Context: an optimization exercise on an open-source flow, tuned for small area and a short achievable clock period. The choices shown serve that exercise and are no tape-out recipe.
Where RTL was checked, it was by simulation tests only, not by an equivalence proof against the original.

== run A ==
==> flow/design.v <==
module FPA (input [31:0] A, input [31:0] B, output [31:0] Sum);
  wire        sa = A[31], sb = B[31];
  wire [7:0]  ea = A[30:23], eb = B[30:23];
  wire [23:0] ma = {1'b1, A[22:0]}, mb = {1'b1, B[22:0]};
  wire        agb = A[30:0] >= B[30:0];
  wire        eq  = A[30:0] == B[30:0];
  wire [7:0]  eL  = agb ? ea : eb;
  wire [7:0]  d   = (ea >= eb) ? ea - eb : eb - ea;
  wire [23:0] mL  = agb ? ma : mb;
  wire [23:0] mS  = (agb ? mb : ma) >> d;
  wire        sub = sa ^ sb;
  wire [24:0] r   = sub ? {1'b0, mL} - {1'b0, mS} : {1'b0, mL} + {1'b0, mS};
  reg  [4:0]  lz;
  integer k;
  always @* begin
    lz = 5'd0;
    for (k = 0; k < 25; k = k + 1) if (r[k]) lz = 24 - k;
  end
  wire [24:0] rs = r << lz;
  wire        z  = sub & eq;
  wire [7:0]  pe = z ? 8'd0 : eL + 8'd1 - {3'b0, lz};
  wire        of = (&pe) | (&ea) | (&eb);
  wire        sign = sub ? (~eq & (agb ? sa : sb)) : sa;
  assign Sum = of ? 32'd0 : {sign, pe, rs[23:1]};
endmodule
module FPA_final (
  input         clk,
  input         rst,
  input  [31:0] in1,
  input  [31:0] in2,
  output reg [31:0] OUT
);
  reg  [31:0] A, B;
  wire [31:0] C;
  FPA B1 (.A(A), .B(B), .Sum(C));
  always @(posedge clk) begin
    if (rst) begin
      A <= 32'd0; B <= 32'd0; OUT <= 32'd0;
    end else begin
      A <= in1; B <= in2; OUT <= C;
    end
  end
endmodule
clock: 22.0 ns
lec_check: 0
cap_margin: 20
core_margin: 2
core_utilization: 40
slew_margin: 20
run.sh (not shown) runs the stock make flow with config.mk's settings and CLKGATE_MAP_FILE= SYNTH_SCRIPT=/design/flow/synth_recipe.tcl, a recipe that flattens the netlist after the stock synthesis.
Every stage of the flow completed for run A, and the final layout passed the timing, DRC and antenna checks.
The following lists how run B was set up differently from run A:
Settings: putting ABC_AREA at 1 where nothing was set.
## What came out
Taking run A as the reference, in run B layout multi-input combinational cell count increased 116, number of ordinary inverters in the final layout went up by 200%.
Relative to run A, worst setup slack after layout has gone up in run B.
Going from run A to run B, initial antenna violation count shrinks by 1.
A combinational family with the most area after synthesis of compound AO/OA/AOI/OAI gates is what run A shows, while simple AND/OR/NAND/NOR gates belongs to run B.
Looking at portion of netlist area occupied by mux cells across run B and run A, the one that comes out higher is run A.
Going from run A to run B, number of I/O port buffers has remained practically unchanged; relative slew slack shows an increase of 12 points.
[inputs] run C vs run B
Settings: SETUP_SLACK_MARGIN: unset -> 13; BUFFER_PORTS_ARGS: unset -> -buffer_cell sky130_fd_sc_hd__buf_1.
==> flow/flow/run.sh (new file) <==
#!/bin/bash
# Standard layout, with a tighter internal repair target and small port buffers.
cp standard.sh standard_sh.log
cp config.mk config_orig.log
cat >> config.mk <<'EOC'
export SETUP_SLACK_MARGIN = 13
export BUFFER_PORTS_ARGS = -buffer_cell sky130_fd_sc_hd__buf_1
EOC
bash standard.sh > standard_run.log 2>&1
==> flow/standard.sh (new file) <==
#!/bin/bash
# synth_recipe.tcl (not shown) runs the flow's synth.tcl, then flattens the netlist and writes it again
# the make line also repeats each setting of config.mk as NAME=value (left out here)
make -C /OpenROAD-flow-scripts/flow DESIGN_CONFIG=/design/flow/config.mk WORK_HOME=/design/flow/orfs CLKGATE_MAP_FILE= SYNTH_SCRIPT=/design/flow/synth_recipe.tcl "${@:-finish}"
removed: flow/run.sh
==> notes.md <==
When the final numbers for run B and run C were put side by side, the combined flip-flop and latch cell area turned out to be greater in run C. In the reports for run B and run C, the smaller final net count belongs to run B. Sequential share of layout area for run C: 1.9 points down relative to run B. Taking run B as the reference, in run C number of detailed-routing iterations run before antenna repair dropped 2, timing-limited maximum frequency higher.
Function was not checked in any run of this note: the RTL went through the layout flow alone.

---

== v13 ==
Another version of the RTL of FPA_final (not shown whole).
For scale: ~1500 cells after synthesis, roughly 100 flip-flops, roughly 98 I/O pins, about 8800 um2 of cells after synthesis.
==> flow/config.mk <==
export PLATFORM = sky130hd
export DESIGN_NAME = FPA_final
export DESIGN_NICKNAME = FPA_final
export VERILOG_FILES = /design/flow/design.v
export SDC_FILE = /design/flow/constraint.sdc
export NUM_CORES = 4
export LEC_CHECK = 0
export ABC_AREA = 1
export CAP_MARGIN = 20
export CORE_MARGIN = 2
export CORE_UTILIZATION = 40
export SLEW_MARGIN = 20
export ADDER_MAP_FILE =
export SETUP_SLACK_MARGIN = 16.05
export BUFFER_PORTS_ARGS = -buffer_cell sky130_fd_sc_hd__buf_1
==> flow/constraint.sdc <==
create_clock -name core_clock -period 22.0 [get_ports {clk}]
set_input_delay 4.4000 -clock core_clock [delete_from_list [all_inputs] [get_ports {clk}]]
set_output_delay 4.4000 -clock core_clock [all_outputs]
set_load 0.01 [all_outputs]
standard.sh (not shown) runs the stock make flow with config.mk's settings and CLKGATE_MAP_FILE= SYNTH_SCRIPT=/design/flow/synth_recipe.tcl, a recipe that flattens the netlist after the stock synthesis.
==> flow/flow/run.sh <==
#!/bin/bash
# Standard layout with three changes: the full/half-adder extraction pass is
# skipped in synthesis (ABC maps the prefix adders directly), the ports get
# sky130 buf_1 buffers, and the repair passes aim below the design's period.
cp config.mk config_orig.log
cat >> config.mk <<'EOC'
export ADDER_MAP_FILE =
export SETUP_SLACK_MARGIN = 16.05
export BUFFER_PORTS_ARGS = -buffer_cell sky130_fd_sc_hd__buf_1
EOC
bash standard.sh > standard_run.log 2>&1
Both conditions hold for v13: the flow ran to the end and the final layout passed the timing, DRC and antenna checks.
Here is what was changed in the inputs of v39 compared with v13.
# v13
export LEC_CHECK = 0
export ABC_AREA = 1
export CAP_MARGIN = 20
export CORE_MARGIN = 2
export CORE_UTILIZATION = 40
export SLEW_MARGIN = 20
export SETUP_SLACK_MARGIN = 16.05
export BUFFER_PORTS_ARGS = -buffer_cell sky130_fd_sc_hd__buf_1
create_clock -name core_clock -period 22.0 [get_ports {clk}]
# v39
export LEC_CHECK = 0
export ABC_AREA = 1
export CAP_MARGIN = 20
export CORE_MARGIN = 2
export CORE_UTILIZATION = 40
export SLEW_MARGIN = 20
export SETUP_SLACK_MARGIN = 15.8
export SETUP_MOVE_SEQUENCE = unbuffer,sizeup,swap,clone,split
export BUFFER_PORTS_ARGS = -buffer_cell sky130_fd_sc_hd__buf_1
create_clock -name core_clock -period 22.0 [get_ports {clk}]
-- flow/flow/run.sh --
<<< v13, line 8
export SETUP_SLACK_MARGIN = 16.05
>>> v39, line 8
export SETUP_SLACK_MARGIN = 15.8
export SETUP_MOVE_SEQUENCE = unbuffer,sizeup,swap,clone,split
Notes after the runs:
Going from v13 to v39, amount of wire on met3 after detailed routing saw an increase; maximum frequency saw a decrease.
v39: no failed stages, no open violations at the end
Changes in v54 relative to v39:
# v39
export LEC_CHECK = 0
export ABC_AREA = 1
export CAP_MARGIN = 20
export CORE_MARGIN = 2
export CORE_UTILIZATION = 40
export SLEW_MARGIN = 20
export SETUP_SLACK_MARGIN = 15.8
export SETUP_MOVE_SEQUENCE = unbuffer,sizeup,swap,clone,split
export BUFFER_PORTS_ARGS = -buffer_cell sky130_fd_sc_hd__buf_1
create_clock -name core_clock -period 22.0 [get_ports {clk}]
# v54
export LEC_CHECK = 0
export ABC_AREA = 1
export CAP_MARGIN = 20
export CORE_MARGIN = 2
export CORE_UTILIZATION = 40
export SLEW_MARGIN = 20
export SETUP_SLACK_MARGIN = 16.3
export BUFFER_PORTS_ARGS = -buffer_cell sky130_fd_sc_hd__buf_1
create_clock -name core_clock -period 22.0 [get_ports {clk}]
-- flow/flow/run.sh --
<<< v39, line 8
export SETUP_SLACK_MARGIN = 15.8
export SETUP_MOVE_SEQUENCE = unbuffer,sizeup,swap,clone,split
>>> v54, line 8
export SETUP_SLACK_MARGIN = 16.3
[summary]
Total number of vias: higher on v54. Taking v39 as the reference, in v54 cell area after layout moved up, headroom to the max-slew limit moved down. The number of cells after detailed placement of v54 and that of v39 are within noise of each other. v54 reports a lower data arrival at the endpoint of the critical path than v39 does. Compared v54 vs v39, and final wirelength is up in v54. [v54 vs v39] sequential share of layout area: lower in v54. Summary — global routing usage summed across all routing layers, v54 relative to v39: higher, by 0.27 points. Between v54 and v39, it is v54 whose total of fill cells in the finished design is lower, by 68.
Input changes introduced in v7 (baseline for comparison: v54):
# v54
export LEC_CHECK = 0
export ABC_AREA = 1
export CAP_MARGIN = 20
export CORE_MARGIN = 2
export CORE_UTILIZATION = 40
export SLEW_MARGIN = 20
export SETUP_SLACK_MARGIN = 16.3
export BUFFER_PORTS_ARGS = -buffer_cell sky130_fd_sc_hd__buf_1
create_clock -name core_clock -period 22.0 [get_ports {clk}]
# v7
export LEC_CHECK = 0
export ABC_AREA = 1
export CAP_MARGIN = 20
export CORE_MARGIN = 2
export CORE_UTILIZATION = 40
export GPL_TIMING_DRIVEN = 1
export SLEW_MARGIN = 20
export SETUP_SLACK_MARGIN = 15.8
export BUFFER_PORTS_ARGS = -buffer_cell sky130_fd_sc_hd__buf_1
create_clock -name core_clock -period 22.0 [get_ports {clk}]
-- flow/flow/run.sh --
<<< v54, line 8
export SETUP_SLACK_MARGIN = 16.3
>>> v7, line 8
export SETUP_SLACK_MARGIN = 15.8
Results
v7 vs v54, detailed-routing iteration count for the pre-antenna-repair pass went down by 3.
Looking at worst setup path startpoint, the in2[23] result is from v7; the in2[1] one comes from v54.
v7: number of ordinary and repair buffers in the finished layout is 28 lower than what v54 reported.
| max-slew headroom at the worst pin | higher: v7 |
Final cell count is higher on v54
Sort v7 and v54 by global-route usage, descending, and v54 comes first.
Relative to v54, utilization has gone down in v7.
Between v7 and v54, the worst slack at placement figures differ only marginally.

==> afterwards: timing with drivers on the ports <==
Ports are ideal in the flow. The routed layouts listed here were re-timed in OpenROAD. Step 1 (the two cells are an assumption about what drives the block):
set clk [get_ports {clk}]
set_driving_cell -lib_cell sky130_fd_sc_hd__clkbuf_16 $clk
set_driving_cell -lib_cell sky130_fd_sc_hd__buf_2 [delete_from_list [all_inputs] $clk]
Step 2 also shifts input and output timing later by t, the mid clock arrival at the registers, as if the neighbouring blocks saw the same clock. Slacks: ideal / step 1 / step 2; pairs: ideal / step 1.
run	shift t [ns]	setup WS [ns]	worst setup path at the end	worst slew at a driven data input, ns	cell pins on the clock port's net
run A	0.411	8.753 / 8.753 / 8.753	register to register	0.04	1
run B	0.404	10.449 / 10.449 / 10.449	register to register	0.05	1
run C	0.406	13.130 / 13.130 / 13.130	register to register	0.04	1
v13	0.402	16.130 / 16.138 / 15.736	input to register	0.05	1
v39	0.402	16.011 / 16.037 / 15.635	input to register	0.03	1
v54	0.404	16.143 / 16.151 / 15.746	input to register	0.06	1
v7	0.403	15.996 / 16.022 / 15.619	input to register	0.03	1
After both steps setup and hold are still met in every run listed. For v54, which loses most, drivers alone change the setup slack by +0.008 ns; drivers and shift together by -0.397 ns.
